Background: an optimization exercise with open tools, aiming at small area. Do not read the settings as production practice. The RTL was checked by simulation tests, not by an equivalence proof against the original design. Power is estimated from default activity; no workload was simulated.

**design/flow/flow/run.sh**
```bash
#!/bin/bash
# Standard layout with two changes in how it is made:
# - the port buffers are the smallest buffer (buf_1) instead of the resizer's default pick;
# - non-critical gates are downsized after global routing (ORFS RECOVER_POWER).
set -euo pipefail
export BUFFER_PORTS_ARGS="-buffer_cell sky130_fd_sc_hd__buf_1"
export RECOVER_POWER=100
bash standard.sh > standard_make.log 2>&1
```
**design/flow/standard.sh**
```bash
#!/bin/bash
# synth_recipe.tcl (not shown) runs the flow's synth.tcl, then flattens the netlist and writes it again
# the make line also repeats each setting of config.mk as NAME=value (left out here)
make -C /OpenROAD-flow-scripts/flow DESIGN_CONFIG=/design/flow/config.mk WORK_HOME=/design/flow/orfs CLKGATE_MAP_FILE= SYNTH_SCRIPT=/design/flow/synth_recipe.tcl "${@:-finish}"
```
**design/flow/config.mk**
```make
export PLATFORM = sky130hd
export DESIGN_NAME = hdr_core
export DESIGN_NICKNAME = hdr_core
export VERILOG_FILES = /design/flow/design.v
export SDC_FILE = /design/flow/constraint.sdc
export NUM_CORES = 4
export LEC_CHECK = 0
export CAP_MARGIN = 20
export CORE_MARGIN = 2
export CORE_UTILIZATION = 60
export CTS_BUF_LIST = sky130_fd_sc_hd__clkbuf_8
export SLEW_MARGIN = 20
```
**design/flow/constraint.sdc**
```tcl
create_clock -name core_clock -period 20.0 [get_ports {clk}]
set_input_delay 4.0000 -clock core_clock [delete_from_list [all_inputs] [get_ports {clk}]]
set_output_delay 4.0000 -clock core_clock [all_outputs]
set_load 0.01 [all_outputs]
```
**design/flow/design.v**
```verilog
module hdr_lane #(parameter [1:0] IR = 2'd0) (
    input  wire       clk,
    input  wire       rst,
    input  wire       tick,
    input  wire       btn,
    output reg  [8:0] yc,
    output wire [2:0] code
    );
    reg       mtb, dir;
    reg [1:0] cs, rs;
    wire restart = rst | mtb | btn;
    wire ge   = yc[8] & yc[7] & yc[6] & (yc[4] | (yc[3] & yc[2]));    
    wire run  = ~restart & ~ge;
    wire mv   = run & tick;
    wire [2:0] sp = {1'b0, cs} + 3'd3;
    wire [5:0] dl = ~mv ? 6'd0 : dir ? {3'b000, sp} : 6'b111111;
    wire [6:0] lo = {1'b0, yc[5:0]} + {1'b0, dl};
    wire [2:0] hi = yc[8:6] + {2'b0, lo[6] & dir};
    always @(posedge clk) begin
        yc  <= restart ? 9'd50 : {hi, lo[5:0]};
        mtb <= ~restart & ge;
        if (restart) cs <= rs;
        rs  <= rst ? IR : run ? rs + 2'd1 : rs;
        dir <= ~rst & (dir | (run & (yc[5:0] == 6'd15)));
    end
    wire c1 = (yc >= 9'd321);
    wire c3 = (yc >= 9'd351) && (yc <= 9'd449);
    wire c5 = (yc >= 9'd391) && (yc <= 9'd409);
    assign code = {c5, c3 & ~c5, c1};
endmodule
module hdr_acc (
    input  wire       clk,
    input  wire       rst,
    input  wire [4:0] h,
    output reg  [3:0] d5, d4, d3, d2, d1,
    output reg  [2:0] d0h
    );
    reg m;
    wire [4:0] s2 = {1'b0, d2} + h;                          
    wire ge20 = s2[4] & (s2[3] | s2[2]);
    wire ge10 = s2[4] | (s2[3] & (s2[2] | s2[1]));
    wire [3:0] u2 = s2[3:0] + (ge20 ? 4'd12 : ge10 ? 4'd6 : 4'd0);    
    wire [1:0] c2 = {ge20, ge10 & ~ge20};
    wire [4:0] s3 = {1'b0, d3} + {3'b0, c2};                 
    wire c3 = s3[3] & (s3[2] | s3[1]);
    wire [3:0] u3 = c3 ? {3'b000, s3[0]} : s3[3:0];
    wire c4i = c3 & (d4 == 4'd9);
    wire [3:0] u4 = c4i ? 4'd0 : d4 + {3'b0, c3};
    wire c5i = c4i & (d5 == 4'd9);
    wire [3:0] u5 = c5i ? 4'd0 : d5 + {3'b0, c4i};
    wire um = m | c5i;
    wire b = ~(d1[3] | (d1[2] & d1[1] & d1[0] & d0h[1] & d0h[0]));    
    wire u45 = u4[2] & u4[0];
    wire nb  = ~b;
    wire u2ge = u2[3] | (u2[2] & (u2[1] | (u2[0] & nb)));
    wire wrap = um & (u45 | (u4[2] & u3[3] & (u3[0] | u2ge)));
    wire [1:0] k = u45 ? 2'd2 : {1'b0, u3[0]};
    wire [4:0] w = {k, 3'b000} + {1'b0, k, 1'b0} + {1'b0, u2} - 5'd5 - {4'b0, b};   
    wire [3:0] w2 = (w >= 5'd20) ? w - 5'd20 : (w >= 5'd10) ? w - 5'd10 : w;
    wire [1:0] w3 = (w >= 5'd20) ? 2'd2 : (w >= 5'd10) ? 2'd1 : 2'd0;
    wire [2:0] l0s = d0h + 3'd2;                 
    wire l0c = (l0s >= 3'd5);
    wire [2:0] l0 = l0c ? l0s - 3'd5 : l0s;
    wire [3:0] l1s = d1 + 4'd2 + {3'b0, l0c};
    wire [3:0] l1 = (l1s >= 4'd10) ? l1s - 4'd10 : l1s;
    always @(posedge clk) begin
        if (rst) begin
            m <= 1'b0; d5 <= 4'd0; d4 <= 4'd0; d3 <= 4'd0; d2 <= 4'd0; d1 <= 4'd0; d0h <= 3'd0;
        end else if (wrap) begin
            m <= 1'b0; d5 <= 4'd0; d4 <= 4'd0; d3 <= {2'b0, w3}; d2 <= w2;
            d1 <= l1; d0h <= l0;
        end else begin
            m <= um; d5 <= u5; d4 <= u4; d3 <= u3; d2 <= u2;
        end
    end
endmodule
module hdr_shapes (
    input  wire [9:0] x,
    input  wire [9:0] y,
    input  wire [8:0] ycl, ycd, ycu, ycr,
    output wire       fall,
    output wire       tgt
    );
    function automatic [0:0] T_D(input [8:0] i);
        case (i)
            9'd0: T_D = 1'd1;
            9'd1: T_D = 1'd1;
            9'd2: T_D = 1'd1;
            9'd3: T_D = 1'd1;
            9'd4: T_D = 1'd1;
            9'd5: T_D = 1'd1;
            9'd6: T_D = 1'd1;
            9'd7: T_D = 1'd1;
            9'd8: T_D = 1'd1;
            9'd9: T_D = 1'd1;
            9'd10: T_D = 1'd1;
            9'd11: T_D = 1'd1;
            9'd12: T_D = 1'd0;
            9'd13: T_D = 1'd0;
            9'd14: T_D = 1'd0;
            9'd15: T_D = 1'd0;
            9'd16: T_D = 1'd0;
            9'd17: T_D = 1'd0;
            9'd18: T_D = 1'd0;
            9'd19: T_D = 1'd0;
            9'd20: T_D = 1'd1;
            9'd21: T_D = 1'd1;
            9'd22: T_D = 1'd1;
            9'd23: T_D = 1'd1;
            9'd24: T_D = 1'd1;
            9'd25: T_D = 1'd1;
            9'd26: T_D = 1'd1;
            9'd27: T_D = 1'd1;
            9'd28: T_D = 1'd1;
            9'd29: T_D = 1'd1;
            9'd30: T_D = 1'd1;
            9'd31: T_D = 1'd1;
            9'd32: T_D = 1'd1;
            9'd33: T_D = 1'd1;
            9'd34: T_D = 1'd1;
            9'd35: T_D = 1'd1;
            9'd36: T_D = 1'd1;
            9'd37: T_D = 1'd1;
            9'd38: T_D = 1'd1;
            9'd39: T_D = 1'd1;
            9'd40: T_D = 1'd1;
            9'd41: T_D = 1'd1;
            9'd42: T_D = 1'd1;
            9'd43: T_D = 1'd0;
            9'd44: T_D = 1'd0;
            9'd45: T_D = 1'd0;
            9'd46: T_D = 1'd0;
            9'd47: T_D = 1'd0;
            9'd48: T_D = 1'd0;
            9'd49: T_D = 1'd0;
            9'd50: T_D = 1'd0;
            9'd51: T_D = 1'd0;
            9'd52: T_D = 1'd1;
            9'd53: T_D = 1'd1;
            9'd54: T_D = 1'd1;
            9'd55: T_D = 1'd1;
            9'd56: T_D = 1'd1;
            9'd57: T_D = 1'd1;
            9'd58: T_D = 1'd1;
            9'd59: T_D = 1'd1;
            9'd60: T_D = 1'd1;
            9'd61: T_D = 1'd1;
            9'd62: T_D = 1'd1;
            9'd63: T_D = 1'd1;
            9'd64: T_D = 1'd1;
            9'd65: T_D = 1'd1;
            9'd66: T_D = 1'd1;
            9'd67: T_D = 1'd1;
            9'd68: T_D = 1'd1;
            9'd69: T_D = 1'd1;
            9'd70: T_D = 1'd1;
            9'd71: T_D = 1'd1;
            9'd72: T_D = 1'd1;
            9'd73: T_D = 1'd1;
            9'd74: T_D = 1'd0;
            9'd75: T_D = 1'd0;
            9'd76: T_D = 1'd0;
            9'd77: T_D = 1'd0;
            9'd78: T_D = 1'd0;
            9'd79: T_D = 1'd0;
            9'd80: T_D = 1'd0;
            9'd81: T_D = 1'd0;
            9'd82: T_D = 1'd0;
            9'd83: T_D = 1'd0;
            9'd84: T_D = 1'd1;
            9'd85: T_D = 1'd1;
            9'd86: T_D = 1'd1;
            9'd87: T_D = 1'd1;
            9'd88: T_D = 1'd1;
            9'd89: T_D = 1'd1;
            9'd90: T_D = 1'd1;
            9'd91: T_D = 1'd1;
            9'd92: T_D = 1'd1;
            9'd93: T_D = 1'd1;
            9'd94: T_D = 1'd1;
            9'd95: T_D = 1'd1;
            9'd96: T_D = 1'd1;
            9'd97: T_D = 1'd1;
            9'd98: T_D = 1'd1;
            9'd99: T_D = 1'd1;
            9'd100: T_D = 1'd1;
            9'd101: T_D = 1'd1;
            9'd102: T_D = 1'd1;
            9'd103: T_D = 1'd1;
            9'd104: T_D = 1'd1;
            9'd105: T_D = 1'd0;
            9'd106: T_D = 1'd0;
            9'd107: T_D = 1'd0;
            9'd108: T_D = 1'd0;
            9'd109: T_D = 1'd0;
            9'd110: T_D = 1'd0;
            9'd111: T_D = 1'd0;
            9'd112: T_D = 1'd0;
            9'd113: T_D = 1'd0;
            9'd114: T_D = 1'd0;
            9'd115: T_D = 1'd0;
            9'd116: T_D = 1'd1;
            9'd117: T_D = 1'd1;
            9'd118: T_D = 1'd1;
            9'd119: T_D = 1'd1;
            9'd120: T_D = 1'd1;
            9'd121: T_D = 1'd1;
            9'd122: T_D = 1'd1;
            9'd123: T_D = 1'd1;
            9'd124: T_D = 1'd1;
            9'd125: T_D = 1'd1;
            9'd126: T_D = 1'd1;
            9'd127: T_D = 1'd1;
            9'd128: T_D = 1'd1;
            9'd129: T_D = 1'd1;
            9'd130: T_D = 1'd1;
            9'd131: T_D = 1'd1;
            9'd132: T_D = 1'd1;
            9'd133: T_D = 1'd1;
            9'd134: T_D = 1'd1;
            9'd135: T_D = 1'd1;
            9'd136: T_D = 1'd0;
            9'd137: T_D = 1'd0;
            9'd138: T_D = 1'd0;
            9'd139: T_D = 1'd0;
            9'd140: T_D = 1'd0;
            9'd141: T_D = 1'd0;
            9'd142: T_D = 1'd0;
            9'd143: T_D = 1'd0;
            9'd144: T_D = 1'd0;
            9'd145: T_D = 1'd0;
            9'd146: T_D = 1'd0;
            9'd147: T_D = 1'd0;
            9'd148: T_D = 1'd1;
            9'd149: T_D = 1'd1;
            9'd150: T_D = 1'd1;
            9'd151: T_D = 1'd1;
            9'd152: T_D = 1'd1;
            9'd153: T_D = 1'd1;
            9'd154: T_D = 1'd1;
            9'd155: T_D = 1'd1;
            9'd156: T_D = 1'd1;
            9'd157: T_D = 1'd1;
            9'd158: T_D = 1'd1;
            9'd159: T_D = 1'd1;
            9'd160: T_D = 1'd1;
            9'd161: T_D = 1'd1;
            9'd162: T_D = 1'd1;
            9'd163: T_D = 1'd1;
            9'd164: T_D = 1'd1;
            9'd165: T_D = 1'd1;
            9'd166: T_D = 1'd1;
            9'd167: T_D = 1'd0;
            9'd168: T_D = 1'd0;
            9'd169: T_D = 1'd0;
            9'd170: T_D = 1'd0;
            9'd171: T_D = 1'd0;
            9'd172: T_D = 1'd0;
            9'd173: T_D = 1'd0;
            9'd174: T_D = 1'd0;
            9'd175: T_D = 1'd0;
            9'd176: T_D = 1'd0;
            9'd177: T_D = 1'd0;
            9'd178: T_D = 1'd0;
            9'd179: T_D = 1'd0;
            9'd180: T_D = 1'd1;
            9'd181: T_D = 1'd1;
            9'd182: T_D = 1'd1;
            9'd183: T_D = 1'd1;
            9'd184: T_D = 1'd1;
            9'd185: T_D = 1'd1;
            9'd186: T_D = 1'd1;
            9'd187: T_D = 1'd1;
            9'd188: T_D = 1'd1;
            9'd189: T_D = 1'd1;
            9'd190: T_D = 1'd1;
            9'd191: T_D = 1'd1;
            9'd192: T_D = 1'd1;
            9'd193: T_D = 1'd1;
            9'd194: T_D = 1'd1;
            9'd195: T_D = 1'd1;
            9'd196: T_D = 1'd1;
            9'd197: T_D = 1'd1;
            9'd198: T_D = 1'd0;
            9'd199: T_D = 1'd0;
            9'd200: T_D = 1'd0;
            9'd201: T_D = 1'd0;
            9'd202: T_D = 1'd0;
            9'd203: T_D = 1'd0;
            9'd204: T_D = 1'd0;
            9'd205: T_D = 1'd0;
            9'd206: T_D = 1'd0;
            9'd207: T_D = 1'd0;
            9'd208: T_D = 1'd0;
            9'd209: T_D = 1'd0;
            9'd210: T_D = 1'd0;
            9'd211: T_D = 1'd0;
            9'd212: T_D = 1'd0;
            9'd213: T_D = 1'd0;
            9'd214: T_D = 1'd0;
            9'd215: T_D = 1'd0;
            9'd216: T_D = 1'd0;
            9'd217: T_D = 1'd0;
            9'd218: T_D = 1'd0;
            9'd219: T_D = 1'd0;
            9'd220: T_D = 1'd0;
            9'd221: T_D = 1'd0;
            9'd222: T_D = 1'd0;
            9'd223: T_D = 1'd0;
            9'd224: T_D = 1'd1;
            9'd225: T_D = 1'd1;
            9'd226: T_D = 1'd1;
            9'd227: T_D = 1'd1;
            9'd228: T_D = 1'd1;
            9'd229: T_D = 1'd0;
            9'd230: T_D = 1'd0;
            9'd231: T_D = 1'd0;
            9'd232: T_D = 1'd0;
            9'd233: T_D = 1'd0;
            9'd234: T_D = 1'd0;
            9'd235: T_D = 1'd0;
            9'd236: T_D = 1'd0;
            9'd237: T_D = 1'd0;
            9'd238: T_D = 1'd0;
            9'd239: T_D = 1'd0;
            9'd240: T_D = 1'd0;
            9'd241: T_D = 1'd0;
            9'd242: T_D = 1'd0;
            9'd243: T_D = 1'd0;
            9'd244: T_D = 1'd0;
            9'd245: T_D = 1'd0;
            9'd246: T_D = 1'd0;
            9'd247: T_D = 1'd0;
            9'd248: T_D = 1'd0;
            9'd249: T_D = 1'd0;
            9'd250: T_D = 1'd0;
            9'd251: T_D = 1'd0;
            9'd252: T_D = 1'd0;
            9'd253: T_D = 1'd0;
            9'd254: T_D = 1'd0;
            9'd255: T_D = 1'd0;
            9'd256: T_D = 1'd1;
            9'd257: T_D = 1'd1;
            9'd258: T_D = 1'd1;
            9'd259: T_D = 1'd1;
            9'd260: T_D = 1'd0;
            9'd261: T_D = 1'd0;
            9'd262: T_D = 1'd0;
            9'd263: T_D = 1'd0;
            9'd264: T_D = 1'd0;
            9'd265: T_D = 1'd0;
            9'd266: T_D = 1'd0;
            9'd267: T_D = 1'd0;
            9'd268: T_D = 1'd0;
            9'd269: T_D = 1'd0;
            9'd270: T_D = 1'd0;
            9'd271: T_D = 1'd0;
            9'd272: T_D = 1'd0;
            9'd273: T_D = 1'd0;
            9'd274: T_D = 1'd0;
            9'd275: T_D = 1'd0;
            9'd276: T_D = 1'd0;
            9'd277: T_D = 1'd0;
            9'd278: T_D = 1'd0;
            9'd279: T_D = 1'd0;
            9'd280: T_D = 1'd0;
            9'd281: T_D = 1'd0;
            9'd282: T_D = 1'd0;
            9'd283: T_D = 1'd0;
            9'd284: T_D = 1'd0;
            9'd285: T_D = 1'd0;
            9'd286: T_D = 1'd0;
            9'd287: T_D = 1'd0;
            9'd288: T_D = 1'd1;
            9'd289: T_D = 1'd1;
            9'd290: T_D = 1'd1;
            9'd291: T_D = 1'd0;
            9'd292: T_D = 1'd0;
            9'd293: T_D = 1'd0;
            9'd294: T_D = 1'd0;
            9'd295: T_D = 1'd0;
            9'd296: T_D = 1'd0;
            9'd297: T_D = 1'd0;
            9'd298: T_D = 1'd0;
            9'd299: T_D = 1'd0;
            9'd300: T_D = 1'd0;
            9'd301: T_D = 1'd0;
            9'd302: T_D = 1'd0;
            9'd303: T_D = 1'd0;
            9'd304: T_D = 1'd0;
            9'd305: T_D = 1'd0;
            9'd306: T_D = 1'd0;
            9'd307: T_D = 1'd0;
            9'd308: T_D = 1'd0;
            9'd309: T_D = 1'd0;
            9'd310: T_D = 1'd0;
            9'd311: T_D = 1'd0;
            9'd312: T_D = 1'd0;
            9'd313: T_D = 1'd0;
            9'd314: T_D = 1'd0;
            9'd315: T_D = 1'd0;
            9'd316: T_D = 1'd0;
            9'd317: T_D = 1'd0;
            9'd318: T_D = 1'd0;
            9'd319: T_D = 1'd0;
            9'd320: T_D = 1'd0;
            9'd321: T_D = 1'd0;
            9'd322: T_D = 1'd0;
            9'd323: T_D = 1'd0;
            9'd324: T_D = 1'd0;
            9'd325: T_D = 1'd0;
            9'd326: T_D = 1'd0;
            9'd327: T_D = 1'd0;
            9'd328: T_D = 1'd0;
            9'd329: T_D = 1'd0;
            9'd330: T_D = 1'd0;
            9'd331: T_D = 1'd0;
            9'd332: T_D = 1'd0;
            9'd333: T_D = 1'd0;
            9'd334: T_D = 1'd0;
            9'd335: T_D = 1'd0;
            9'd336: T_D = 1'd0;
            9'd337: T_D = 1'd0;
            9'd338: T_D = 1'd0;
            9'd339: T_D = 1'd0;
            9'd340: T_D = 1'd0;
            9'd341: T_D = 1'd0;
            9'd342: T_D = 1'd0;
            9'd343: T_D = 1'd0;
            9'd344: T_D = 1'd0;
            9'd345: T_D = 1'd0;
            9'd346: T_D = 1'd0;
            9'd347: T_D = 1'd0;
            9'd348: T_D = 1'd0;
            9'd349: T_D = 1'd0;
            9'd350: T_D = 1'd0;
            9'd351: T_D = 1'd0;
            9'd352: T_D = 1'd0;
            9'd353: T_D = 1'd0;
            9'd354: T_D = 1'd0;
            9'd355: T_D = 1'd0;
            9'd356: T_D = 1'd0;
            9'd357: T_D = 1'd0;
            9'd358: T_D = 1'd0;
            9'd359: T_D = 1'd0;
            9'd360: T_D = 1'd0;
            9'd361: T_D = 1'd0;
            9'd362: T_D = 1'd0;
            9'd363: T_D = 1'd0;
            9'd364: T_D = 1'd0;
            9'd365: T_D = 1'd0;
            9'd366: T_D = 1'd0;
            9'd367: T_D = 1'd0;
            9'd368: T_D = 1'd0;
            9'd369: T_D = 1'd0;
            9'd370: T_D = 1'd0;
            9'd371: T_D = 1'd0;
            9'd372: T_D = 1'd0;
            9'd373: T_D = 1'd0;
            9'd374: T_D = 1'd0;
            9'd375: T_D = 1'd0;
            9'd376: T_D = 1'd0;
            9'd377: T_D = 1'd0;
            9'd378: T_D = 1'd0;
            9'd379: T_D = 1'd0;
            9'd380: T_D = 1'd0;
            9'd381: T_D = 1'd0;
            9'd382: T_D = 1'd0;
            9'd383: T_D = 1'd0;
            9'd384: T_D = 1'd0;
            9'd385: T_D = 1'd0;
            9'd386: T_D = 1'd0;
            9'd387: T_D = 1'd0;
            9'd388: T_D = 1'd0;
            9'd389: T_D = 1'd0;
            9'd390: T_D = 1'd0;
            9'd391: T_D = 1'd0;
            9'd392: T_D = 1'd0;
            9'd393: T_D = 1'd0;
            9'd394: T_D = 1'd0;
            9'd395: T_D = 1'd0;
            9'd396: T_D = 1'd0;
            9'd397: T_D = 1'd0;
            9'd398: T_D = 1'd0;
            9'd399: T_D = 1'd0;
            9'd400: T_D = 1'd0;
            9'd401: T_D = 1'd0;
            9'd402: T_D = 1'd0;
            9'd403: T_D = 1'd0;
            9'd404: T_D = 1'd0;
            9'd405: T_D = 1'd0;
            9'd406: T_D = 1'd0;
            9'd407: T_D = 1'd0;
            9'd408: T_D = 1'd0;
            9'd409: T_D = 1'd0;
            9'd410: T_D = 1'd0;
            9'd411: T_D = 1'd0;
            9'd412: T_D = 1'd0;
            9'd413: T_D = 1'd0;
            9'd414: T_D = 1'd0;
            9'd415: T_D = 1'd0;
            9'd416: T_D = 1'd0;
            9'd417: T_D = 1'd0;
            9'd418: T_D = 1'd0;
            9'd419: T_D = 1'd0;
            9'd420: T_D = 1'd0;
            9'd421: T_D = 1'd0;
            9'd422: T_D = 1'd0;
            9'd423: T_D = 1'd0;
            9'd424: T_D = 1'd0;
            9'd425: T_D = 1'd0;
            9'd426: T_D = 1'd0;
            9'd427: T_D = 1'd0;
            9'd428: T_D = 1'd0;
            9'd429: T_D = 1'd0;
            9'd430: T_D = 1'd0;
            9'd431: T_D = 1'd0;
            9'd432: T_D = 1'd0;
            9'd433: T_D = 1'd0;
            9'd434: T_D = 1'd0;
            9'd435: T_D = 1'd0;
            9'd436: T_D = 1'd0;
            9'd437: T_D = 1'd0;
            9'd438: T_D = 1'd0;
            9'd439: T_D = 1'd0;
            9'd440: T_D = 1'd0;
            9'd441: T_D = 1'd0;
            9'd442: T_D = 1'd0;
            9'd443: T_D = 1'd0;
            9'd444: T_D = 1'd0;
            9'd445: T_D = 1'd0;
            9'd446: T_D = 1'd0;
            9'd447: T_D = 1'd0;
            9'd448: T_D = 1'd0;
            9'd449: T_D = 1'd0;
            9'd450: T_D = 1'd0;
            9'd451: T_D = 1'd0;
            9'd452: T_D = 1'd0;
            9'd453: T_D = 1'd0;
            9'd454: T_D = 1'd0;
            9'd455: T_D = 1'd0;
            9'd456: T_D = 1'd0;
            9'd457: T_D = 1'd0;
            9'd458: T_D = 1'd0;
            9'd459: T_D = 1'd0;
            9'd460: T_D = 1'd0;
            9'd461: T_D = 1'd0;
            9'd462: T_D = 1'd0;
            9'd463: T_D = 1'd0;
            9'd464: T_D = 1'd0;
            9'd465: T_D = 1'd0;
            9'd466: T_D = 1'd0;
            9'd467: T_D = 1'd0;
            9'd468: T_D = 1'd0;
            9'd469: T_D = 1'd0;
            9'd470: T_D = 1'd0;
            9'd471: T_D = 1'd0;
            9'd472: T_D = 1'd0;
            9'd473: T_D = 1'd0;
            9'd474: T_D = 1'd0;
            9'd475: T_D = 1'd0;
            9'd476: T_D = 1'd0;
            9'd477: T_D = 1'd0;
            9'd478: T_D = 1'd0;
            9'd479: T_D = 1'd0;
            9'd480: T_D = 1'd0;
            9'd481: T_D = 1'd0;
            9'd482: T_D = 1'd0;
            9'd483: T_D = 1'd0;
            9'd484: T_D = 1'd0;
            9'd485: T_D = 1'd0;
            9'd486: T_D = 1'd0;
            9'd487: T_D = 1'd0;
            9'd488: T_D = 1'd0;
            9'd489: T_D = 1'd0;
            9'd490: T_D = 1'd0;
            9'd491: T_D = 1'd0;
            9'd492: T_D = 1'd0;
            9'd493: T_D = 1'd0;
            9'd494: T_D = 1'd0;
            9'd495: T_D = 1'd0;
            9'd496: T_D = 1'd0;
            9'd497: T_D = 1'd0;
            9'd498: T_D = 1'd0;
            9'd499: T_D = 1'd0;
            9'd500: T_D = 1'd0;
            9'd501: T_D = 1'd0;
            9'd502: T_D = 1'd0;
            9'd503: T_D = 1'd0;
            9'd504: T_D = 1'd0;
            9'd505: T_D = 1'd0;
            9'd506: T_D = 1'd0;
            9'd507: T_D = 1'd0;
            9'd508: T_D = 1'd0;
            9'd509: T_D = 1'd0;
            9'd510: T_D = 1'd0;
            9'd511: T_D = 1'd0;
        endcase
    endfunction
    function automatic [8:0] T_X(input [5:0] i);
        case (i)
            6'd0: T_X = 9'd500;
            6'd1: T_X = 9'd469;
            6'd2: T_X = 9'd438;
            6'd3: T_X = 9'd407;
            6'd4: T_X = 9'd376;
            6'd5: T_X = 9'd345;
            6'd6: T_X = 9'd314;
            6'd7: T_X = 9'd283;
            6'd8: T_X = 9'd252;
            6'd9: T_X = 9'd221;
            6'd10: T_X = 9'd190;
            6'd11: T_X = 9'd159;
            6'd12: T_X = 9'd96;
            6'd13: T_X = 9'd65;
            6'd14: T_X = 9'd34;
            6'd15: T_X = 9'd3;
            6'd16: T_X = 9'd4;
            6'd17: T_X = 9'd37;
            6'd18: T_X = 9'd70;
            6'd19: T_X = 9'd103;
            6'd20: T_X = 9'd136;
            6'd21: T_X = 9'd169;
            6'd22: T_X = 9'd202;
            6'd23: T_X = 9'd235;
            6'd24: T_X = 9'd268;
            6'd25: T_X = 9'd301;
            6'd26: T_X = 9'd334;
            6'd27: T_X = 9'd367;
            6'd28: T_X = 9'd400;
            6'd29: T_X = 9'd433;
            6'd30: T_X = 9'd466;
            6'd31: T_X = 9'd499;
            6'd32: T_X = 9'd433;
            6'd33: T_X = 9'd400;
            6'd34: T_X = 9'd367;
            6'd35: T_X = 9'd334;
            6'd36: T_X = 9'd301;
            6'd37: T_X = 9'd268;
            6'd38: T_X = 9'd235;
            6'd39: T_X = 9'd202;
            6'd40: T_X = 9'd169;
            6'd41: T_X = 9'd136;
            6'd42: T_X = 9'd103;
            6'd43: T_X = 9'd70;
            6'd44: T_X = 9'd37;
            6'd45: T_X = 9'd4;
            6'd46: T_X = 9'd3;
            6'd47: T_X = 9'd34;
            6'd48: T_X = 9'd65;
            6'd49: T_X = 9'd96;
            6'd50: T_X = 9'd159;
            6'd51: T_X = 9'd190;
            6'd52: T_X = 9'd221;
            6'd53: T_X = 9'd252;
            6'd54: T_X = 9'd283;
            6'd55: T_X = 9'd314;
            6'd56: T_X = 9'd345;
            6'd57: T_X = 9'd376;
            6'd58: T_X = 9'd407;
            6'd59: T_X = 9'd438;
            6'd60: T_X = 9'd469;
            6'd61: T_X = 9'd500;
            6'd62: T_X = 9'd499;
            6'd63: T_X = 9'd466;
        endcase
    endfunction
    wire [8:0] xt = T_X(x[5:0]);
    wire [3:0] ux = xt[8:5];
    wire [4:0] bx = xt[4:0];
    wire lane_ok = (x[9:8] == 2'b00) & (x[7] ? (x[6:5] == 2'b00) : (x[6:5] != 2'b00));
    wire horiz = ~x[6];
    reg [8:0] ycs;
    always @(*) begin
        case (x[6:5])
            2'b01: ycs = ycl;
            2'b10: ycs = ycd;
            2'b11: ycs = ycu;
            default: ycs = ycr;
        endcase
    end
    wire [8:0] dy = y[8:0] - ycs;
    wire dy_ok = (dy[8:4] == 5'b00000) | (dy[8:4] == 5'b11111);
    wire [3:0] uy = dy[4] ? ~dy[3:0] : dy[3:0];
    wire [4:0] by = x[5] ? ~dy[4:0] : dy[4:0];      
    wire [3:0] fu = horiz ? uy : ux;
    wire [4:0] fb = horiz ? bx : by;
    assign fall = lane_ok & dy_ok & T_D({fu, fb});
    wire dyt_ok = (y[9:5] == 5'b01100);
    wire [3:0] uyt = y[4] ? y[3:0] : ~y[3:0];
    wire [4:0] byt = x[5] ? {y[4], ~y[3:0]} : {~y[4], y[3:0]};
    wire [3:0] tu = horiz ? uyt : ux;
    wire [4:0] tb = horiz ? bx : byt;
    assign tgt = lane_ok & dyt_ok & T_D({tu, tb});
endmodule
module hdr_digits (
    input  wire [9:0] x,
    input  wire [9:0] y,
    input  wire [3:0] d5, d4, d3, d2, d1,
    input  wire [2:0] d0h,
    output wire       digit_px
    );
    wire [3:0] d0 = {d0h, 1'b0};
    wire [5:0] hc, lc, rc;
    genvar gk;
    generate
        for (gk = 0; gk < 6; gk = gk + 1) begin : col
            assign hc[gk] = (x > 570 - gk * 35) && (x < 600 - gk * 35);
            assign lc[gk] = (x > 570 - gk * 35) && (x < 573 - gk * 35);
            assign rc[gk] = (x > 597 - gk * 35) && (x < 600 - gk * 35);
        end
    endgenerate
    wire [3:0] dsel = ({4{hc[0]}} & d0) | ({4{hc[1]}} & d1) | ({4{hc[2]}} & d2) |
                      ({4{hc[3]}} & d3) | ({4{hc[4]}} & d4) | ({4{hc[5]}} & d5);
    wire yT  = (y == 10'd38) | (y == 10'd39);
    wire yM  = (y == 10'd68) | (y == 10'd69);
    wire yB  = (y == 10'd98) | (y == 10'd99);
    wire yU  = (y > 10'd37) && (y < 10'd67);
    wire y67 = (y == 10'd67);
    wire yL  = (y > 10'd67) && (y < 10'd100);
    function automatic [8:0] T_SEG(input [3:0] i);
        case (i)
            4'd0: T_SEG = 9'd383;
            4'd1: T_SEG = 9'd56;
            4'd2: T_SEG = 9'd481;
            4'd3: T_SEG = 9'd504;
            4'd4: T_SEG = 9'd188;
            4'd5: T_SEG = 9'd460;
            4'd6: T_SEG = 9'd463;
            4'd7: T_SEG = 9'd312;
            4'd8: T_SEG = 9'd511;
            4'd9: T_SEG = 9'd444;
            4'd10: T_SEG = 9'd0;
            4'd11: T_SEG = 9'd0;
            4'd12: T_SEG = 9'd0;
            4'd13: T_SEG = 9'd0;
            4'd14: T_SEG = 9'd0;
            4'd15: T_SEG = 9'd0;
        endcase
    endfunction
    wire [8:0] sg = T_SEG(dsel);    
    assign digit_px = (|hc & ((yT & sg[8]) | (yM & sg[7]) | (yB & sg[6]))) |
                      (|rc & ((yU & sg[5]) | (y67 & sg[4]) | (yL & sg[3]))) |
                      (|lc & ((yU & sg[2]) | (y67 & sg[1]) | (yL & sg[0])));
endmodule
module hdr_core(
    input  wire       clk,
    input  wire       rst,         
    input  wire       pix_stb,     
    input  wire       animate,     
    input  wire [9:0] x,           
    input  wire [9:0] y,           
    input  wire       btnL,        
    input  wire       btnD,
    input  wire       btnU,
    input  wire       btnR,
    input  wire       pause,       
    output wire [2:0] vgaRed,
    output wire [2:0] vgaGreen,
    output wire [2:0] vgaBlue
    );
    wire tick = animate & pix_stb;
    wire [8:0] ycl, ycd, ycu, ycr;
    wire [2:0] cl, cd, cu, cr;
    hdr_lane #(.IR(2'd3)) laneL (.clk(clk), .rst(rst), .tick(tick), .btn(btnL), .yc(ycl), .code(cl));
    hdr_lane #(.IR(2'd0)) laneD (.clk(clk), .rst(rst), .tick(tick), .btn(btnD), .yc(ycd), .code(cd));
    hdr_lane #(.IR(2'd2)) laneU (.clk(clk), .rst(rst), .tick(tick), .btn(btnU), .yc(ycu), .code(cu));
    hdr_lane #(.IR(2'd1)) laneR (.clk(clk), .rst(rst), .tick(tick), .btn(btnR), .yc(ycr), .code(cr));
    reg [4:0] h;
    always @(posedge clk)
        h <= (btnL ? {2'b0, cl} : 5'd0) + (btnD ? {2'b0, cd} : 5'd0) +
             (btnU ? {2'b0, cu} : 5'd0) + (btnR ? {2'b0, cr} : 5'd0);
    wire [3:0] d5, d4, d3, d2, d1;
    wire [2:0] d0h;
    hdr_acc acc (.clk(clk), .rst(rst), .h(h), .d5(d5), .d4(d4), .d3(d3), .d2(d2), .d1(d1), .d0h(d0h));
    wire fall, tgt, digit_px;
    hdr_shapes shapes (.x(x), .y(y), .ycl(ycl), .ycd(ycd), .ycu(ycu), .ycr(ycr), .fall(fall), .tgt(tgt));
    hdr_digits digits (.x(x), .y(y), .d5(d5), .d4(d4), .d3(d3), .d2(d2), .d1(d1), .d0h(d0h),
                       .digit_px(digit_px));
    reg r, g, bl;
    wire av = ~pause & fall;
    always @(posedge clk) begin
        bl <= av | tgt | digit_px;
        r  <= av | tgt | (digit_px & ~rst & r);
        g  <= av ? (~rst & g) : (tgt | digit_px);
    end
    assign vgaRed   = {3{r}};
    assign vgaGreen = {3{g}};
    assign vgaBlue  = {3{bl}};
endmodule
```
==> flow_summary.yaml, run 1 <==
critical_path:
  worstSetupPathType: "input pin to flop"
  critPathMaxFanout: 38
  cp-start-kind: "input pin"
  cp_data_arrival_time_ns: 8.52
  crit_required_ns: 20.27
  slowest_stage: "nor3_1"
  cpMostUsedCell: "ha_1"
  rr_worst_depth: 28
  slowest_delay_ns: 0.75
  path_buf_inv: 4
  path_cells: "clkbuf_2, clkbuf_1, nor3_1, inv_1, nor2_1, nand3_1, a21oi_1, ha_1, inv_1, fa_1, nor2b_1, o21ai_0, nand2b_1, a21o_1, a21oi_1, nor2b_1, ha_1, ha_1, and2_1"
  r2r_slack_ns: 12.97
  worstSetupStartpoint: "rst"
  cpLargestDelayFamily: "simple AND/OR/NAND/NOR gates"
  cp-endpoint: "laneU.yc[7]"
  timing.rr.end: "acc.d2[1]"
  reg2reg_from: "acc.d2[0]"
  crit_cells: 19
  crit_path_end_kind: "flop"
sta:
  finalCriticalPeriod_ns: 8.250
  relSlewSlack: -0.2932
  setup_violations: 0
  whs_ns: 0.4656
  clock.fmax_mhz: 121.2
  rsz0062_at_grt: "no"
  maxSlewViolCount: 39
  clock-skew-final_ns: 0.02165
  worst_slew_pin_slew_ns: 1.940
  final-hold-violation-count: 0
  fin_crit_sh: 0.4125
  worst_slack_ns: 11.75
  totalNegativeSetupSlack_ns: 0
cts:
  cts_tree: "done"
  cts_buffers: 9
  cts.sinks: 92
  clockRootBuffer: "clkbuf_8"
  cts.hold.buffers_added: 0
  cts_buffer_depth: 2
  cts_max_level: 3
  ctsResizeCount: 0
  cts.clk_slew.worst_paths_ns: 0.11
  clock_latency_ns: 0.39
  cts_setup_buffers: 0
global_routing:
  grt_pass1_vias: 7190
  grt_use_total: 0.2868
  grt_overflow_total: 0
  grt_max_degree: 44
  antenna_found_initial: 0
  grt_pass1_wl_um: 33820
yosys:
  synthCells: 989
  ys_ff_latch: 92
  syn_area_um2: 8258
  yosysSeqAreaShare: 0.2327
  yosysUniqueCellTypes: 85
  synth_edf_count: 8
  syn_nets: 1130
  synth_warnings: 8
  ys.flop_type: "dfxtp_1"
  async_flop_share: 0
  synth.avg_cell_area_um2: 8.350
place:
  dp_slack_ns: 11.80
  placed_area_um2: 8434
  numPortBuffers: 37
  dp_cells: 1166
  dp_hpwl_um: 16070
  place.gp.congestion: 0.9540
die:
  rows: 42
  core-area_um2: 13350
  dieArea_um2: 14720
  die_w_um: 121.3
  start_util: 0.6187
  die_y_um: 121.3
  io_pins: 38
detailed_routing:
  ant_nets: 0
  drtIter0Drc: 551
  viasPerCell: 6.149
  vias: 7268
  firstDrtPassIters: 5
  drc: 0
  wl_per_cell_um: 17.23
  drt-total-wl_um: 20360
finish:
  finish.utilization: 0.6455
  layout_common_cells: "nor2_1 (102), ha_1 (96), dfxtp_1 (84)"
  area_growth_syn_to_layout_pct: 4.333
  layout.cells.non_filler: 1182
  final_area_um2: 8616
  antenna_cells: 0
  finalNetCount: 1142
  final_common_cell: "nor2_1"
  drive_above_1_share: 0.04771
power_and_ir_drop:
  finalPower_uw: 395.9
  vdd_drop_max_v: 0.00005485
  p_per_area_nw_per_um2: 45.95
  leakage_nw: 3.814
min_path:
  holdPathStages: 0
  hp-class: "flop to flop"
run:
  maxCapViolations: 1
status:
  status: "finished with violations"
  so_faults: "max-capacitance violations, max-slew violations"
==> logic make-up (layout without fill, tap and decap cells) <==
kind of cell	Yosys count	count (layout)	share of synthesized area
AO/OA/AOI/OAI	237	237	0.1974
adder cells (fa/ha/maj)	113	113	0.1855
AND/OR/NAND/NOR	346	346	0.2121
buffers and inverters	116	133	0.05985
multiplexers	22	22	0.04061
flip-flops	92	92	0.2327
XOR/XNOR	63	63	0.07182
==> layout make-up <==
| type | count | area [um2] |
|---|---|---|
| Clock buffer | 9 | 123.9 |
| Clock inverter | 7 | 71.32 |
| Fill cell | 1184 | 4732 |
| Inverter | 78 | 292.8 |
| Multi-Input combinational cell | 781 | 5836 |
| Sequential cell | 92 | 1922 |
| Tap cell | 176 | 220.2 |
| Timing Repair Buffer | 39 | 150.1 |
==> sequential cells by signal, summed over array words and instances (netlist names), 2 cells and up <==
| name | cells |
|---|---|
| laneD.yc | 9 |
| laneL.yc | 9 |
| laneR.yc | 9 |
| laneU.yc | 9 |
| h | 5 |
| acc.d1 | 4 |
| acc.d2 | 4 |
| acc.d3 | 4 |
| acc.d4 | 4 |
| acc.d5 | 4 |
| acc.d0h | 3 |
| laneD.cs | 2 |
| laneD.rs | 2 |
| laneL.cs | 2 |
| laneL.rs | 2 |
| laneR.cs | 2 |
| laneR.rs | 2 |
| laneU.cs | 2 |
| laneU.rs | 2 |
==> synthesized netlist by cell type, types with 4 or more instances <==
library cell | n | share of area
nor2_1 | 102 | 0.046
ha_1 | 96 | 0.15
dfxtp_1 | 84 | 0.20
inv_1 | 78 | 0.035
nand2_1 | 69 | 0.031
a21oi_1 | 60 | 0.036
xnor2_1 | 38 | 0.040
o21ai_0 | 29 | 0.018
a21o_1 | 28 | 0.025
nor3_1 | 27 | 0.016
nand3_1 | 23 | 0.014
and2_1 | 22 | 0.017
nor2b_1 | 22 | 0.017
xor2_1 | 22 | 0.023
nand2b_1 | 17 | 0.013
fa_1 | 16 | 0.039
a31oi_1 | 14 | 0.011
a211oi_1 | 13 | 0.012
and3_1 | 12 | 0.0091
clkbuf_1 | 12 | 0.0055
mux2i_1 | 11 | 0.013
or3_1 | 11 | 0.0083
buf_2 | 10 | 0.0061
buf_4 | 10 | 0.0091
mux4_2 | 9 | 0.025
edfxtp_1 | 8 | 0.029
o21a_1 | 8 | 0.0073
o31ai_1 | 7 | 0.0064
a311oi_1 | 6 | 0.0064
a41oi_1 | 6 | 0.0064
nor4_1 | 6 | 0.0045
o211ai_1 | 6 | 0.0055
o21bai_1 | 6 | 0.0055
a21boi_0 | 5 | 0.0045
o2111ai_1 | 5 | 0.0053
or2_2 | 5 | 0.0038
buf_1 | 4 | 0.0018
nand4_1 | 4 | 0.0030
o2bb2ai_1 | 4 | 0.0042
==> report_power, final <==
part	switching (mW)	internal [mW]	total [mW]
Sequential	0.00349	0.189	0.193
Combinational	0.0467	0.0302	0.0769
Clock	0.0778	0.0483	0.126
==> layer usage <==
layer / track usage / vias to the layer above / part of all wire
met3: 0.04323 / 45 / 0.048
met5: 0 / - / 0
li1: - / 3540 / -
met4: 0.1185 / 0 / 0.033
met1: 0.3476 / 3462 / 0.42
met2: 0.5063 / 221 / 0.49
==> worst min path at each step <==
| stage | from | endpoint | slack (ns) |
|---|---|---|---|
| floorplan | laneR.rs[0] | laneR.cs[0] | 0.42 |
| global placement | laneR.rs[0] | laneR.cs[0] | 0.43 |
| detailed placement | laneR.rs[0] | laneR.cs[0] | 0.44 |
| CTS | laneR.rs[0] | laneR.cs[0] | 0.47 |
| global route | laneD.rs[1] | laneD.cs[1] | 0.49 |
| finish | laneL.rs[1] | laneL.cs[1] | 0.47 |
==> inputs of run 2 (changes only) <==
==> design/flow/flow/run.sh (replaced) <==
#!/bin/bash
# Standard layout with two changes in how it is made:
# - the port buffers are the smallest buffer (buf_1) instead of the resizer's default pick;
set -euo pipefail
export BUFFER_PORTS_ARGS="-buffer_cell sky130_fd_sc_hd__buf_1"
bash standard.sh > standard_make.log 2>&1
==> run 2 against run 1 <==
Effect of this change: now clean on timing, DRC and antenna; combinational power is essentially flat; non-clock buffer count unchanged; largest power group unchanged; sequential power is essentially flat; critical endpoint is now g; utilization up 0.10 points.
==> flow_summary.yaml, run 2 <==
status:
  status: "finished clean"
die:
  core-area_um2: 13350
  die_y_um: 121.3
  dieArea_um2: 14720
  io_pins: 38
  start_util: 0.6187
  rows: 42
  die_w_um: 121.3
sta:
  totalNegativeSetupSlack_ns: 0
  relSlewSlack: 0.3371
  fin_crit_sh: 0.3924
  finalCriticalPeriod_ns: 7.848
  rsz0062_at_grt: "no"
  clock.fmax_mhz: 127.4
  final-hold-violation-count: 0
  clock-skew-final_ns: 0.02270
  worst_slew_pin_slew_ns: 0.9943
  setup_violations: 0
  worst_slack_ns: 12.15
  maxSlewViolCount: 0
cts:
  cts_max_level: 3
  cts_buffer_depth: 2
  cts.hold.buffers_added: 0
  cts_setup_buffers: 0
  cts_buffers: 9
  cts.clk_slew.worst_paths_ns: 0.11
  clock_latency_ns: 0.39
  cts_tree: "done"
  ctsResizeCount: 0
  cts.sinks: 92
  clockRootBuffer: "clkbuf_8"
critical_path:
  path_buf_inv: 1
  crit_path_end_kind: "flop"
  cp-start-kind: "input pin"
  cpLargestDelayFamily: "compound AO/OA/AOI/OAI gates"
  cp_data_arrival_time_ns: 8.16
  path_cells: "clkbuf_2, mux4_2, ha_1, fa_1, nand2b_1, o2bb2ai_1, xnor3_1, mux2i_1, nor4bb_1, nor2_1, o31ai_1, a2bb2oi_1, a21oi_1, a32oi_1"
  crit_required_ns: 20.32
  worstSetupPathType: "input pin to flop"
  slowest_delay_ns: 0.72
  critPathMaxFanout: 43
  slowest_stage: "clkbuf_2"
global_routing:
  grt_pass1_wl_um: 33820
  grt_use_total: 0.2868
  antenna_found_initial: 0
  grt_max_degree: 44
  grt_overflow_total: 0
  grt_pass1_vias: 7190
yosys:
  syn_nets: 1130
  ys.flop_type: "dfxtp_1"
  synth_edf_count: 8
  yosysUniqueCellTypes: 85
  syn_area_um2: 8258
  synthCells: 989
  yosys.area.top_type: "dfxtp_1"
  yosysMostFrequentCell: "nor2_1"
  synth_warnings: 8
  synth.avg_cell_area_um2: 8.350
  yosysSeqAreaShare: 0.2327
  ys_ff_latch: 92
  yosys.area.top_type_share: 0.2036
  synthTopCellsByCount: "nor2_1 (102), ha_1 (96), dfxtp_1 (84)"
  synthTopCellsByArea: "dfxtp_1 (20%), ha_1 (15%), nor2_1 (4.6%), xnor2_1 (4.0%), fa_1 (3.9%)"
  async_flop_share: 0
power_and_ir_drop:
  p_per_area_nw_per_um2: 45.84
  leakage_nw: 3.831
  vdd_drop_max_v: 0.00005480
place:
  place.gp.congestion: 0.9540
  numPortBuffers: 37
  dp_hpwl_um: 16070
  placed_area_um2: 8434
  dp_slack_ns: 11.80
detailed_routing:
  drt-total-wl_um: 20410
  vias: 7277
  ant_nets: 0
  viasPerCell: 6.157
  firstDrtPassIters: 5
  wl_per_cell_um: 17.27
  drtIter0Drc: 469
  drc: 0
finish:
  drive_above_1_share: 0.05070
  finalNetCount: 1142
  antenna_cells: 0
  final_area_um2: 8630
  layout_common_cells: "nor2_1 (102), ha_1 (96), dfxtp_1 (84)"
  area_growth_syn_to_layout_pct: 4.500
  final_common_cell: "nor2_1"
min_path:
  hp-class: "flop to flop"
run:
  maxCapViolations: 0
==> run 2: cell count changes in the layout (fill, tap and decap cells not counted), sizes merged <==
cell    previous run  this run
clkbuf            15        12
buf               33        36
==> run 2: area by class of cell <==
cell class / count / area (um2)
fillers: 1182 / 4718
flip-flops and latches: 92 / 1922
inverters: 78 / 292.8
repair buffers: 39 / 157.7
clock buffers: 9 / 123.9
multi-input cells: 781 / 5842
clock inverters: 7 / 71.32
well taps: 176 / 220.2
==> run 2: worst paths after layout <==
| kind | start | end | slack, ns | cells after the start |
|---|---|---|---|---|
| max | x[6] | g | 12.15 | 14 |
| min | laneL.rs[1] | laneL.cs[1] | 0.47 | 0 |
| max reg2reg | acc.d2[0] | acc.d2[1] | 13.02 | 28 |
| min reg2reg | laneL.rs[1] | laneL.cs[1] | 0.47 | 0 |
==> run 2: kinds of logic (layout without fill, tap and decap cells) <==
family,Yosys count,count (layout),synth area share
xor+xnor,63,63,0.07182
simple gates,346,346,0.2121
flops,92,92,0.2327
compound gates,237,237,0.1974
buf+inv,116,133,0.05985
fa+ha+maj,113,113,0.1855
mux,22,22,0.04061
==> run 2: metrics by stage <==
step	hold slack, ns	power [mW]	cells	utilization
5_1_grt	0.4877	0.4134	1182	0.6465
3_3_place_gp	0.4269	0.2695	1166	0.6319
2_1_floorplan	0.4225	0.2531	989	-
6_report	0.4654	0.3956	1182	0.6465
3_5_place_dp	0.4422	0.2725	1166	0.6319
4_1_cts	0.4692	0.3958	1182	0.6465
==> run 2: worst reg2reg max path, delay by kind of cell, from the launching register on <==
kind | cells | cell delay (ns)
fa+ha+maj | 10 | 2.96
simple gates | 8 | 1.32
compound gates | 4 | 1.31
xor+xnor | 4 | 0.81
flops | 1 | 0.38
buf+inv | 2 | 0.12
==> run 2: report_power, final <==
group	internal, mW	switching, mW
clock network	0.0483	0.0774
logic	0.0303	0.0468
registers	0.189	0.00346
total	0.268	0.128
==> run 2: per-layer routing <==
layer	wire (um)	vias up	global-route usage
li1	-	3534	-
met1	8750	3466	0.3476
met2	10040	223	0.5063
met3	898	54	0.04323
met4	725	0	0.1185
met5	0	-	0
==> inputs of run 3 (changes only) <==
==> design/flow/run.sh (new file) <==
#!/bin/bash
# synth_recipe.tcl (not shown) runs the flow's synth.tcl, then flattens the netlist and writes it again
# the make line also repeats each setting of config.mk as NAME=value (left out here)
make -C /OpenROAD-flow-scripts/flow DESIGN_CONFIG=/design/flow/config.mk WORK_HOME=/design/flow/orfs CLKGATE_MAP_FILE= SYNTH_SCRIPT=/design/flow/synth_recipe.tcl finish
--- a/design/flow/config.mk
+++ b/design/flow/config.mk
@@ -9,4 +9,6 @@
 export CORE_MARGIN = 2
 export CORE_UTILIZATION = 60
 export CTS_BUF_LIST = sky130_fd_sc_hd__clkbuf_8
+export CTS_CLUSTER_DIAMETER = 100
+export CTS_CLUSTER_SIZE = 30
 export SLEW_MARGIN = 20
removed: design/flow/flow/run.sh
removed: design/flow/standard.sh
==> run 3 against run 2 <==
Effect of this change: still clean on timing, DRC and antenna; sequential cell count stayed put; wire length is 1.5% lower; worst setup slack worse by 0.20 ns; combinational power is 4.4% higher; die area stayed put; synthesized cell count stayed put; clock skew hardly changed; cell area is 2.8% higher; global-route usage is 0.83 points lower; largest cell class unchanged.
==> flow_summary.yaml, run 3 <==
global_routing:
  grt_max_degree: 44
  grt_overflow_total: 0
  grt_pass1_vias: 7071
  grt_pass1_wl_um: 32960
  grt_use_total: 0.2785
  antenna_found_initial: 0
die:
  dieArea_um2: 14720
  die_w_um: 121.3
  die_y_um: 121.3
  core-area_um2: 13350
  io_pins: 38
  rows: 42
  start_util: 0.6187
finish:
  drive_above_1_share: 0.04960
  final_common_cell: "nor2_1"
  antenna_cells: 0
  multiInputGateArea_um2: 5842
  final_area_um2: 8869
  finalNetCount: 1144
  fillers: 1115
  area_growth_syn_to_layout_pct: 7.394
  layout.cells.non_filler: 1184
  regArea_um2: 1922
  finish.utilization: 0.6644
  layout_common_cells: "nor2_1 (102), ha_1 (96), dfxtp_1 (84)"
cts:
  cts.sinks: 92
  cts_buffers: 9
  clockRootBuffer: "clkbuf_8"
  cts_buffer_depth: 2
  ctsResizeCount: 0
  cts_max_level: 3
  cts_tree: "done"
  cts_setup_buffers: 0
  clock_latency_ns: 0.40
  cts.hold.buffers_added: 0
  cts.clk_slew.worst_paths_ns: 0.11
detailed_routing:
  viasPerCell: 6.166
  wl_per_cell_um: 16.98
  vias: 7301
  firstDrtPassIters: 5
  ant_nets: 0
  drt-total-wl_um: 20100
  drc: 0
  drtIter0Drc: 530
sta:
  clock-skew-final_ns: 0.02238
  clock.fmax_mhz: 124.2
  rsz0062_at_grt: "no"
  maxSlewViolCount: 0
  finalCriticalPeriod_ns: 8.049
  worst_slew_pin_slew_ns: 0.8611
  setup_violations: 0
  totalNegativeSetupSlack_ns: 0
  whs_ns: 0.4641
  final-hold-violation-count: 0
  fin_crit_sh: 0.4024
  relSlewSlack: 0.4215
  worst_slack_ns: 11.95
power_and_ir_drop:
  leakage_nw: 3.935
  vdd_drop_max_v: 0.00005296
  finalPower_uw: 399.0
  p_per_area_nw_per_um2: 44.99
yosys:
  yosysSeqAreaShare: 0.2327
  async_flop_share: 0
  synth_edf_count: 8
  ys_ff_latch: 92
  syn_nets: 1130
  yosys.area.top_type_share: 0.2036
  syn_area_um2: 8258
  synth_warnings: 8
  yosys.area.top_type: "dfxtp_1"
  synthTopCellsByCount: "nor2_1 (102), ha_1 (96), dfxtp_1 (84)"
  synth.avg_cell_area_um2: 8.350
  ys.flop_type: "dfxtp_1"
  yosysMostFrequentCell: "nor2_1"
  synthCells: 989
  synthTopCellsByArea: "dfxtp_1 (20%), ha_1 (15%), nor2_1 (4.6%), xnor2_1 (4.0%), fa_1 (3.9%)"
  yosysUniqueCellTypes: 85
critical_path:
  slowest_delay_ns: 0.94
  crit_path_end_kind: "flop"
  worstSetupPathType: "input pin to flop"
  path_cells: "clkdlybuf4s50_1, inv_1, ha_1, nand2b_1, a21boi_0, a22o_1, a32oi_1, nand2_1, a221oi_1, inv_1, ha_1, o21ai_1, o211ai_2, a2111oi_2, o2111a_1, nor4_2, o21ai_1"
  critPathMaxFanout: 19
  cp-start-kind: "input pin"
  slowest_stage: "clkdlybuf4s50_1"
  crit_required_ns: 20.33
  cp_data_arrival_time_ns: 8.38
place:
  dp_hpwl_um: 15680
  placed_area_um2: 8677
  dp_slack_ns: 11.60
  place.gp.congestion: 0.9136
  numPortBuffers: 37
  dp_cells: 1168
min_path:
  hp-class: "flop to flop"
status:
  status: "finished clean"
run:
  maxCapViolations: 0
==> run 3: cell counts after synthesis <==
Identical to the previous run, type by type.
==> run 3: final timing paths <==
path	start	end	slack (ns)	cells after the start
setup / recovery	x[3]	r	11.95	17
hold / removal	laneD.rs[1]	laneD.cs[1]	0.46	0
setup reg to reg	acc.d2[0]	acc.d2[1]	13.07	28
hold reg to reg	laneD.rs[1]	laneD.cs[1]	0.46	0
==> run 3: power breakdown <==
group / leakage [nW] / switching (mW) / internal, mW
combinational: 3.08 / 0.0463 / 0.0342
sequential: 0.756 / 0.00331 / 0.189
clock: 0.0997 / 0.0773 / 0.0487
==> run 3: cells by family after synthesis <==
group | after synthesis | share of synthesized area
compound gates | 237 | 0.1974
xor+xnor | 63 | 0.07182
fa+ha+maj | 113 | 0.1855
buf+inv | 116 | 0.05985
flops | 92 | 0.2327
mux | 22 | 0.04061
simple gates | 346 | 0.2121
==> run 3: cell type report <==
cell class	count	area share
multi-input cells	781	0.6587
flip-flops and latches	92	0.2167
repair buffers	41	0.04515
inverters	78	0.03301
well taps	176	0.02483
clock buffers	9	0.01397
clock inverters	7	0.007619
==> run 3: layer usage <==
| layer | GRT usage | vias to the layer above | wire length [um] |
|---|---|---|---|
| li1 | - | 3546 | - |
| met1 | 0.3349 | 3500 | 8672 |
| met2 | 0.4972 | 209 | 9954 |
| met3 | 0.04135 | 46 | 911 |
| met4 | 0.1114 | 0 | 563 |
| met5 | 0 | - | 0 |
==> run 3: critical path, delay by kind of cell <==
kind	cells	cell delay [ns]
AND/OR/NAND/NOR	3	0.27
AO/OA/AOI/OAI	9	2.22
adder cells (fa/ha/maj)	2	0.54
buffers and inverters	3	1.35
==> inputs of run 4 (changes only) <==
--- a/design/flow/config.mk
+++ b/design/flow/config.mk
@@ -8,7 +8,5 @@
 export CAP_MARGIN = 20
 export CORE_MARGIN = 2
 export CORE_UTILIZATION = 60
-export CTS_BUF_LIST = sky130_fd_sc_hd__clkbuf_8
-export CTS_CLUSTER_DIAMETER = 100
-export CTS_CLUSTER_SIZE = 30
+export CTS_BUF_LIST = sky130_fd_sc_hd__clkbuf_4 sky130_fd_sc_hd__clkbuf_8
 export SLEW_MARGIN = 20
==> run 4 against run 3 <==
Effect of this change: cell area is the same; sequential power is essentially flat; clock-buffer cell count is the same; critical endpoint unchanged; still clean; critical path depth is the same; clock power is essentially flat; clock skew is the same; maximum frequency is the same; critical path type unchanged.
==> flow_summary.yaml, run 4 <==
die:
  core-area_um2: 13350
  start_util: 0.6187
  rows: 42
  die_w_um: 121.3
  io_pins: 38
  dieArea_um2: 14720
  die_y_um: 121.3
cts:
  cts_max_level: 3
  clock_latency_ns: 0.40
  clockRootBuffer: "clkbuf_8"
  cts.sinks: 92
  cts_tree: "done"
  cts_buffers: 9
  cts.hold.buffers_added: 0
  ctsResizeCount: 0
  cts.clk_slew.worst_paths_ns: 0.11
  cts_setup_buffers: 0
  cts_buffer_depth: 2
critical_path:
  cp-start-kind: "input pin"
  path_buf_inv: 3
  slowest_delay_ns: 0.94
  slowest_stage: "clkdlybuf4s50_1"
  crit_cells: 17
  timing.rr.end: "acc.d2[1]"
  worstSetupStartpoint: "x[3]"
  worstSetupPathType: "input pin to flop"
  cp-endpoint: "r"
  crit_path_end_kind: "flop"
  r2r_slack_ns: 13.07
  rr_worst_depth: 28
  cpLargestDelayFamily: "compound AO/OA/AOI/OAI gates"
  crit_required_ns: 20.33
  reg2reg_from: "acc.d2[0]"
  cp_data_arrival_time_ns: 8.38
  path_cells: "clkdlybuf4s50_1, inv_1, ha_1, nand2b_1, a21boi_0, a22o_1, a32oi_1, nand2_1, a221oi_1, inv_1, ha_1, o21ai_1, o211ai_2, a2111oi_2, o2111a_1, nor4_2, o21ai_1"
  critPathMaxFanout: 19
finish:
  finalNetCount: 1144
  fillers: 1115
  drive_above_1_share: 0.04960
  final_common_cell: "nor2_1"
  area_growth_syn_to_layout_pct: 7.394
  antenna_cells: 0
  finish.utilization: 0.6644
  regArea_um2: 1922
  layout.cells.non_filler: 1184
  final_area_um2: 8869
  multiInputGateArea_um2: 5842
  layout_common_cells: "nor2_1 (102), ha_1 (96), dfxtp_1 (84)"
place:
  dp_hpwl_um: 15680
  numPortBuffers: 37
  dp_cells: 1168
  placed_area_um2: 8677
  place.gp.congestion: 0.9136
yosys:
  synthTopCellsByCount: "nor2_1 (102), ha_1 (96), dfxtp_1 (84)"
  ys.flop_type: "dfxtp_1"
  synth_warnings: 8
  yosys.area.top_type_share: 0.2036
  async_flop_share: 0
  synthCells: 989
  yosysMostFrequentCell: "nor2_1"
  yosysUniqueCellTypes: 85
  syn_area_um2: 8258
  ys_ff_latch: 92
  synth_edf_count: 8
  yosysSeqAreaShare: 0.2327
  syn_nets: 1130
  yosys.area.top_type: "dfxtp_1"
  synthTopCellsByArea: "dfxtp_1 (20%), ha_1 (15%), nor2_1 (4.6%), xnor2_1 (4.0%), fa_1 (3.9%)"
  synth.avg_cell_area_um2: 8.350
sta:
  maxSlewViolCount: 0
  setup_violations: 0
  clock-skew-final_ns: 0.02238
  finalCriticalPeriod_ns: 8.049
  relSlewSlack: 0.4215
  rsz0062_at_grt: "no"
  final-hold-violation-count: 0
  fin_crit_sh: 0.4024
  clock.fmax_mhz: 124.2
  totalNegativeSetupSlack_ns: 0
  worst_slew_pin_slew_ns: 0.8611
global_routing:
  antenna_found_initial: 0
  grt_pass1_vias: 7071
  grt_max_degree: 44
  grt_util_met1: 0.3349
  grt_use_met2: 0.4972
  grt_use_total: 0.2785
  grt_overflow_total: 0
  grt_pass1_wl_um: 32960
  grt.busiest_layer: "met2"
  grtUsageMet3: 0.04135
detailed_routing:
  viasPerCell: 6.166
  firstDrtPassIters: 5
  vias: 7301
  drc: 0
  ant_nets: 0
  wl_per_cell_um: 16.98
  drt-total-wl_um: 20100
  drtIter0Drc: 530
power_and_ir_drop:
  p_per_area_nw_per_um2: 44.99
  finalPower_uw: 399.0
  leakage_nw: 3.935
  vdd_drop_max_v: 0.00005296
status:
  status: "finished clean"
min_path:
  hp-class: "flop to flop"
run:
  maxCapViolations: 0
## run 4: cell counts after synthesis
No cell type changed its count.
## run 4: power by group
part | internal, mW | switching [mW] | leakage, nW | total (mW)
Sequential | 0.189 | 0.00331 | 0.756 | 0.193
Clock | 0.0487 | 0.0773 | 0.0997 | 0.126
Combinational | 0.0342 | 0.0463 | 3.08 | 0.0805
Total | 0.272 | 0.127 | 3.94 | 0.399
## run 4: worst reg2reg max path, delay by kind of cell (launching register included)
kind / cells / cell delay (ns)
fa+ha+maj: 10 / 2.93
compound gates: 4 / 1.36
simple gates: 8 / 1.28
xor+xnor: 4 / 0.77
flops: 1 / 0.37
buf+inv: 2 / 0.12
## run 4: area by class of cell
type,count,share of cell area
Multi-Input combinational cell,781,0.6587
Sequential cell,92,0.2167
Timing Repair Buffer,41,0.04515
Inverter,78,0.03301
Tap cell,176,0.02483
Clock buffer,9,0.01397
Clock inverter,7,0.007619
## run 4: cells by family (layout without fill, tap and decap cells)
| kind of cell | after synthesis | count (layout) | synth area share |
|---|---|---|---|
| simple gates | 346 | 346 | 0.2121 |
| xor+xnor | 63 | 63 | 0.07182 |
| fa+ha+maj | 113 | 113 | 0.1855 |
| buf+inv | 116 | 135 | 0.05985 |
| flops | 92 | 92 | 0.2327 |
| compound gates | 237 | 237 | 0.1974 |
| mux | 22 | 22 | 0.04061 |
## run 4: worst min-delay path by stage
stage | start | to | slack, ns | cells past startpoint
6_report | laneD.rs[1] | laneD.cs[1] | 0.46 | 0
5_1_grt | laneD.rs[1] | laneD.cs[1] | 0.48 | 0
4_1_cts | laneD.rs[1] | laneD.cs[1] | 0.46 | 0
3_5_place_dp | laneL.rs[1] | laneL.cs[1] | 0.44 | 0
3_3_place_gp | laneR.rs[0] | laneR.cs[0] | 0.43 | 0
2_1_floorplan | laneR.rs[0] | laneR.cs[0] | 0.42 | 0
## run 4: per-layer routing
layer	vias to the layer above	routed length [um]
met2	209	9954
met1	3500	8672
li1	3546	-
met3	46	911
met5	-	0
met4	0	563
## run 4: metrics by stage
step           hold slack [ns]  worst slack [ns]
3_3_place_gp            0.4278             11.78
6_report                0.4641             11.95
4_1_cts                 0.4646             11.99
5_1_grt                 0.4809             11.51
2_1_floorplan           0.4225             12.02
3_5_place_dp            0.4368             11.60
==> inputs of run 5 (changes only) <==
--- a/design/flow/config.mk
+++ b/design/flow/config.mk
@@ -8,5 +8,5 @@
 export CAP_MARGIN = 20
 export CORE_MARGIN = 2
 export CORE_UTILIZATION = 60
-export CTS_BUF_LIST = sky130_fd_sc_hd__clkbuf_4 sky130_fd_sc_hd__clkbuf_8
+export CTS_BUF_LIST = sky130_fd_sc_hd__clkbuf_8
 export SLEW_MARGIN = 20
==> run 5 against run 4 <==
Effect of this change: sequential power about the same; hold slack unchanged; clock skew unchanged; synthesized area unchanged; utilization unchanged; non-clock buffer count unchanged; clock power about the same; maximum frequency unchanged; synthesized cell count unchanged; largest cell class unchanged.
==> flow_summary.yaml, run 5 <==
cts:
  clock_latency_ns: 0.40
  cts_max_level: 3
  cts.clk_slew.worst_paths_ns: 0.11
  cts_buffers: 9
  cts.sinks: 92
  cts_setup_buffers: 0
  cts.hold.buffers_added: 0
  cts_tree: "done"
  cts_buffer_depth: 2
  ctsResizeCount: 0
  clockRootBuffer: "clkbuf_8"
finish:
  area_growth_syn_to_layout_pct: 7.394
  layout_common_cells: "nor2_1 (102), ha_1 (96), dfxtp_1 (84)"
  final_common_cell: "nor2_1"
  finish.utilization: 0.6644
  finalNetCount: 1144
  antenna_cells: 0
  drive_above_1_share: 0.04960
global_routing:
  grt_pass1_wl_um: 32960
  grt_pass1_vias: 7071
  antenna_found_initial: 0
  grt_max_degree: 44
  grt_overflow_total: 0
  grt_use_total: 0.2785
yosys:
  synthTopCellsByArea: "dfxtp_1 (20%), ha_1 (15%), nor2_1 (4.6%), xnor2_1 (4.0%), fa_1 (3.9%)"
  yosysUniqueCellTypes: 85
  synthCells: 989
  synth.avg_cell_area_um2: 8.350
  syn_nets: 1130
  async_flop_share: 0
  ys_ff_latch: 92
  synth_warnings: 8
  yosysSeqAreaShare: 0.2327
  synth_edf_count: 8
  ys.flop_type: "dfxtp_1"
  yosys.area.top_type: "dfxtp_1"
  yosysMostFrequentCell: "nor2_1"
  yosys.area.top_type_share: 0.2036
  synthTopCellsByCount: "nor2_1 (102), ha_1 (96), dfxtp_1 (84)"
  syn_area_um2: 8258
detailed_routing:
  drt-total-wl_um: 20100
  drtIter0Drc: 530
  drc: 0
  ant_nets: 0
  wl_per_cell_um: 16.98
  firstDrtPassIters: 5
  vias: 7301
  viasPerCell: 6.166
status:
  status: "finished clean"
sta:
  worst_slack_ns: 11.95
  final-hold-violation-count: 0
  rsz0062_at_grt: "no"
  totalNegativeSetupSlack_ns: 0
  worst_slew_pin_slew_ns: 0.8611
  clock.fmax_mhz: 124.2
  fin_crit_sh: 0.4024
  maxSlewViolCount: 0
  setup_violations: 0
  relSlewSlack: 0.4215
  clock-skew-final_ns: 0.02238
  finalCriticalPeriod_ns: 8.049
place:
  numPortBuffers: 37
  dp_slack_ns: 11.60
  dp_hpwl_um: 15680
  place.gp.congestion: 0.9136
power_and_ir_drop:
  p_sw_uw: 126.8
  p_per_area_nw_per_um2: 44.99
  vdd_drop_max_v: 0.00005296
  leakage_nw: 3.935
  swShare: 0.3178
  p_seq_frac: 0.483
  comb_power_share: 0.202
  clkPwrFrac: 0.316
  p_int_uw: 272.2
critical_path:
  crit_required_ns: 20.33
  worstSetupPathType: "input pin to flop"
  path_cells: "clkdlybuf4s50_1, inv_1, ha_1, nand2b_1, a21boi_0, a22o_1, a32oi_1, nand2_1, a221oi_1, inv_1, ha_1, o21ai_1, o211ai_2, a2111oi_2, o2111a_1, nor4_2, o21ai_1"
  crit_path_end_kind: "flop"
  path_buf_inv: 3
  cp_data_arrival_time_ns: 8.38
  slowest_stage: "clkdlybuf4s50_1"
  slowest_delay_ns: 0.94
  cp-start-kind: "input pin"
  critPathMaxFanout: 19
  cpLargestDelayFamily: "compound AO/OA/AOI/OAI gates"
die:
  rows: 42
  die_y_um: 121.3
  die_w_um: 121.3
  io_pins: 38
  dieArea_um2: 14720
  core-area_um2: 13350
  start_util: 0.6187
min_path:
  hp-class: "flop to flop"
run:
  maxCapViolations: 0
run 5: cell counts in the layout (fill, tap and decap cells not counted):
No cell type changed its count.
run 5: final cells by class:
type / count / area, um2
multi-input combinational: 781 / 5842
fill: 1115 / 4479
sequential: 92 / 1922
timing repair buffer: 41 / 400.4
inverter: 78 / 292.8
tap: 176 / 220.2
clock buffer: 9 / 123.9
clock inverter: 7 / 67.56
run 5: per-stage QoR:
stage / std cells / power, mW / hold WS, ns / cell area [um2]
floorplan: 989 / 0.2531 / 0.4225 / 8258
global placement: 1168 / 0.2735 / 0.4278 / 8677
detailed placement: 1168 / 0.2758 / 0.4368 / 8677
CTS: 1184 / 0.3994 / 0.4646 / 8869
global route: 1184 / 0.4162 / 0.4809 / 8869
finish: 1184 / 0.3990 / 0.4641 / 8869
run 5: worst paths after layout:
path                from     endpoint  slack, ns  depth (start not counted)
max                 x[3]            r      11.95                         17
min          laneD.rs[1]  laneD.cs[1]       0.46                          0
max reg2reg    acc.d2[0]    acc.d2[1]      13.07                         28
min reg2reg  laneD.rs[1]  laneD.cs[1]       0.46                          0
run 5: power by group through the flow:
stage / clock (mW) / sequential [mW] / combinational (mW)
2_1_floorplan: 0 / 0.196 / 0.0574
3_3_place_gp: 0 / 0.197 / 0.0768
3_5_place_dp: 0 / 0.197 / 0.0789
4_1_cts: 0.127 / 0.193 / 0.0794
5_1_grt: 0.135 / 0.193 / 0.0883
6_report: 0.126 / 0.193 / 0.0805
run 5: logic make-up (layout without fill, tap and decap cells):
logic type                 after synthesis  after routing  share of synthesized area
AOI/OAI and AO/OA                      237            237                     0.1974
muxes                                   22             22                    0.04061
and+or+nand+nor                        346            346                     0.2121
adders and majority gates              113            113                     0.1855
buffers and inverters                  116            135                    0.05985
DFF                                     92             92                     0.2327
xor gates and xnor gates                63             63                    0.07182
run 5: per-layer routing:
layer	vias to the layer above	wire length (um)	GRT usage
met5	-	0	0
met4	0	563	0.1114
met3	46	911	0.04135
met2	209	9954	0.4972
met1	3500	8672	0.3349
li1	3546	-	-

afterwards: timing with drivers on the ports:
The flow's constraints put no driver on any port. The routed layouts listed below were extracted and timed again, unchanged, in two steps. Step 1 sets driving cells, clkbuf_16 on the clock port and buf_2 on the other inputs (assumed; they add their load-dependent delay and slew). Step 2, shift: input delay + t, output delay - t, t = (earliest + latest rising clock arrival at the registers) / 2. This alone moves slack from input paths to output paths. Three values: no drivers, after step 1, after step 2; two values: the first two.
| run | t (ns) | slack for setup (ns) | hold WS [ns] | pins driven straight from the clock port |
|---|---|---|---|---|
| run 1 | 0.417 | 11.750 / 11.766 / 11.349 | 0.466 / 0.466 / 0.466 | 1 |
| run 2 | 0.419 | 12.152 / 12.162 / 11.743 | 0.465 / 0.465 / 0.465 | 1 |
| run 3 | 0.426 | 11.951 / 11.963 / 11.537 | 0.464 / 0.464 / 0.464 | 1 |
| run 4 | 0.426 | 11.951 / 11.963 / 11.537 | 0.464 / 0.464 / 0.464 | 1 |
| run 5 | 0.426 | 11.951 / 11.963 / 11.537 | 0.464 / 0.464 / 0.464 | 1 |
